Context: an optimization exercise on an open-source flow, tuned for small area and a short achievable clock period. The choices shown serve that exercise and are no tape-out recipe.
Where RTL was checked, it was by simulation tests only, not by an equivalence proof against the original.
No driver is modelled on the clock port, so clocking that relies on it looks cheaper here than on a real chip.
Power figures rest on the tool's default switching activity, not on a simulated workload.

job 5058:
==> flow/design.v (excerpt) <==
module adder64 (clk, x, y, result);
    input clk;
    input [63:0] x, y;
    output [64:0] result;
    reg [63:0] x_r, y_r;
    reg [64:0] result_r;
    wire [64:0] sum;
    carry_lookahead_adder #(64) add (.x(x_r), .y(y_r), .result(sum));
    always @(posedge clk) begin
        x_r <= x;
        y_r <= y;
        result_r <= sum;
    end
    assign result = result_r;
endmodule
==> module carry_lookahead_adder, before the edit <==
module carry_lookahead_adder(x, y, result);
	parameter n = 64;
	input [n-1:0] x, y;
	output [n:0] result;
	assign result = {1'b0, x} + {1'b0, y};
endmodule
==> flow/config.mk <==
export PLATFORM = sky130hd
export DESIGN_NAME = adder64
export DESIGN_NICKNAME = adder64
export VERILOG_FILES = /design/flow/design.v
export SDC_FILE = /design/flow/constraint.sdc
export NUM_CORES = 4
export LEC_CHECK = 0
export CAP_MARGIN = 20
export CORE_MARGIN = 2
export CORE_UTILIZATION = 40
export SLEW_MARGIN = 20
==> flow/constraint.sdc <==
create_clock -name core_clock -period 28.0 [get_ports {clk}]
set_input_delay 5.6000 -clock core_clock [delete_from_list [all_inputs] [get_ports {clk}]]
set_output_delay 5.6000 -clock core_clock [all_outputs]
set_load 0.01 [all_outputs]
run.sh (not shown) runs the stock make flow with config.mk's settings and CLKGATE_MAP_FILE= SYNTH_SCRIPT=/design/flow/synth_recipe.tcl, a recipe that flattens the netlist after the stock synthesis.
The following lists how job 5619 was set up differently from job 5058:
--- a/flow/design.v
+++ b/flow/design.v
@@ -1,9 +1,28 @@
 module carry_lookahead_adder(x, y, result);
 	parameter n = 64;
 	input [n-1:0] x, y;
 	output [n:0] result;
-	assign result = {1'b0, x} + {1'b0, y};
+	wire [n-1:0] p, g;
+	wire [n:0] c;
+	assign c[0] = 1'b0;
+	assign result[n] = c[n];
+	genvar i;
+    genvar j;
+	generate
+		for(i = 0; i < n; i=i+1)
+		begin
+			assign p[i] = x[i]|y[i];
+			assign g[i] = x[i]&y[i];
+			assign c[i+1] = g[i] | (p[i]&c[i]);
+		end
+	endgenerate
+	generate
+		for(j = 0; j < n; j=j+1)
+		begin
+			assign result[j] = x[j] ^ y[j] ^ c[j];
+		end
+	endgenerate
 endmodule
 module adder64 (clk, x, y, result);
     input clk;
     input [63:0] x, y;
[summary]
Of job 5058 and job 5619, the run reporting the lower amount of wire on met3 after detailed routing was job 5619.
Sort job 5058 and job 5619 by setup slack of the worst register-to-register path desc -> top: job 5058
Job 5619 ran to completion and came out clean on the timing, design-rule and antenna checks.
Job 5058 vs job 5619, combinational family with the most area after synthesis: compound AO/OA/AOI/OAI gates vs adder cells
On job 5619: sequential share of layout area is 11 points higher than what job 5058 gave.
Compared with job 5058, in job 5619 area of the multi-input gates now smaller, synthesized cell count now smaller, hold slack now larger.
For job 5058, only the layout was checked, not whether the RTL still works.

the baseline:
adder64, a different RTL version from the one above (not shown whole).
Size in the first run: ~190 I/O pins, ~5200 um2 of cells after synthesis.
==> module carry_lookahead_adder, before the edit <==
module carry_lookahead_adder(s, c, result);
	parameter n = 64;
	parameter K = 3;
	localparam NB = (n + K - 1) / K;
	input  [n-1:0] s;
	input  [NB-1:0] c;
	output [n:0] result;
	wire [NB:0] ci;     
	wire [n-1:0] t;     
	assign ci[0] = 1'b0;
	assign result[n] = ci[NB];
	genvar i, b;
	generate
		for (i = 0; i < n; i = i + 1)
		begin : bit_
			if (i % K == 0)
			begin : first
				assign t[i] = ci[i / K];
			end
			else
			begin : rest
				assign t[i] = t[i-1] & s[i-1];
			end
			assign result[i] = s[i] ^ t[i];
		end
		for (b = 0; b < NB; b = b + 1)
		begin : blk
			localparam LO = b * K;
			localparam HI = (b * K + K - 1 < n - 1) ? b * K + K - 1 : n - 1;
			carry_cell #(HI - LO + 1) cc (.p(s[HI:LO]), .g(c[b]), .ci(ci[b]), .co(ci[b+1]));
		end
	endgenerate
endmodule
Settings: LEC_CHECK=0, CAP_MARGIN=20, CORE_MARGIN=2, CORE_UTILIZATION=60, SLEW_MARGIN=20, SYNTH_HIERARCHICAL=1, SYNTH_MINIMUM_KEEP_SIZE=0; clock period 28.0 ns.
standard.sh (not shown) runs the stock make flow with config.mk's settings and CLKGATE_MAP_FILE= SYNTH_SCRIPT=/design/flow/synth_recipe.tcl, a recipe that flattens the netlist after the stock synthesis.
==> flow/flow/run.sh <==
#!/bin/bash
# Standard layout, with the smallest buffer on every port and a lighter
# clock tree (clkbuf_4 leaves, widened where they drive many flip-flops).
# Full tool output goes to standard.log.
export BUFFER_PORTS_ARGS="-buffer_cell sky130_fd_sc_hd__buf_1"
export CTS_ARGS="-sink_clustering_enable -repair_clock_nets -dont_use_dummy_load -buf_list sky130_fd_sc_hd__clkbuf_4 -root_buf sky130_fd_sc_hd__clkbuf_8"
export POST_CTS_TCL="$(pwd)/flow/post_cts.tcl"
bash standard.sh > standard.log 2>&1
==> flow/flow/post_cts.tcl <==
# After CTS: a leaf clock buffer that drives many flip-flops is widened to
# clkbuf_8, to keep the slew at the flip-flop clock pins low.
set n_up 0
foreach inst [get_cells clkbuf_*] {
  set out [get_pins -of_objects $inst -filter "direction==output"]
  set fo [llength [get_pins -of_objects [get_nets -of_objects $out] -filter "direction==input"]]
  set cell [get_property [get_lib_cells -of_objects $inst] name]
  if { $cell == "sky130_fd_sc_hd__clkbuf_4" && $fo >= 11 } {
    replace_cell $inst sky130_fd_sc_hd__clkbuf_8
    incr n_up
  }
}
puts "post_cts: widened $n_up leaf clock buffers"
detailed_placement
check_placement -verbose
estimate_parasitics -placement
> inputs changed (the baseline -> the candidate)
diff --git a/flow/design.v b/flow/design.v
--- a/flow/design.v
+++ b/flow/design.v
@@ -72,9 +72,16 @@
 		for (b = 0; b < NB; b = b + 1)
 		begin : blk
 			localparam LO = b * K;
 			localparam HI = (b * K + K - 1 < n - 1) ? b * K + K - 1 : n - 1;
-			carry_cell #(HI - LO + 1) cc (.p(s[HI:LO]), .g(c[b]), .ci(ci[b]), .co(ci[b+1]));
+			if (b == 0)
+			begin : first
+				assign ci[b+1] = c[b];
+			end
+			else
+			begin : rest
+				carry_cell #(HI - LO + 1) cc (.p(s[HI:LO]), .g(c[b]), .ci(ci[b]), .co(ci[b+1]));
+			end
 		end
 	endgenerate
 endmodule
 module adder64 (clk, x, y, result);
==> run notes <==
HPWL reported at the end of detailed placement delta for the candidate relative to the baseline: 0.55% lower. The candidate vs. the baseline: routing usage on met2 went up by 1.8 points, area of all placed cells without fillers roughly the same. ~same worst clock skew in the candidate and the baseline. Setup slack: the candidate less than the baseline. [the candidate] cell count after placement fell about 0.33% relative to the baseline. The candidate finished every step from synthesis to the final layout, and the layout passed the timing, design-rule and antenna checks. Between the candidate and the baseline, the fraction of synthesized cell area in xor and xnor cells does not differ in any meaningful way. Sequential share of layout area delta (the baseline -> the candidate): insignificant. On clock share of power, the lower figure sits with the baseline, not the candidate.
For the candidate, only the layout was checked, not whether the RTL still works.

==> what the ideal ports hide <==
In the flow no input, the clock included, has a driving cell. The finished layouts below were timed again as built, in two steps. Step 1 (the two cells are an assumption about what drives the block):
set clk [get_ports {clk}]
set_driving_cell -lib_cell sky130_fd_sc_hd__clkbuf_16 $clk
set_driving_cell -lib_cell sky130_fd_sc_hd__buf_2 [delete_from_list [all_inputs] $clk]
Step 2 moves the port delays by t, midway between the first and last clock arrival at a register: inputs arrive t later, outputs are due t later. That takes back most of the time a late clock gives input paths. a / b / c = ideal / step 1 / step 2; a / b = the first two.
run	shift t [ns]	setup WS [ns]	worst setup path at the end	latest minus earliest clock arrival (ns)
job 5058	0.478	21.081 / 21.035 / 21.513	register to output	0.012 / 0.012
job 5619	0.449	0.932 / 0.932 / 0.932	register to register	0.007 / 0.007
the baseline	0.414	21.508 / 21.477 / 21.134	input to register	0.029 / 0.030
the candidate	0.423	21.495 / 21.462 / 21.123	input to register	0.030 / 0.030
After both steps setup and hold are still met in every run listed. For the baseline, which loses most, drivers alone change the setup slack by -0.031 ns; drivers and shift together by -0.374 ns.
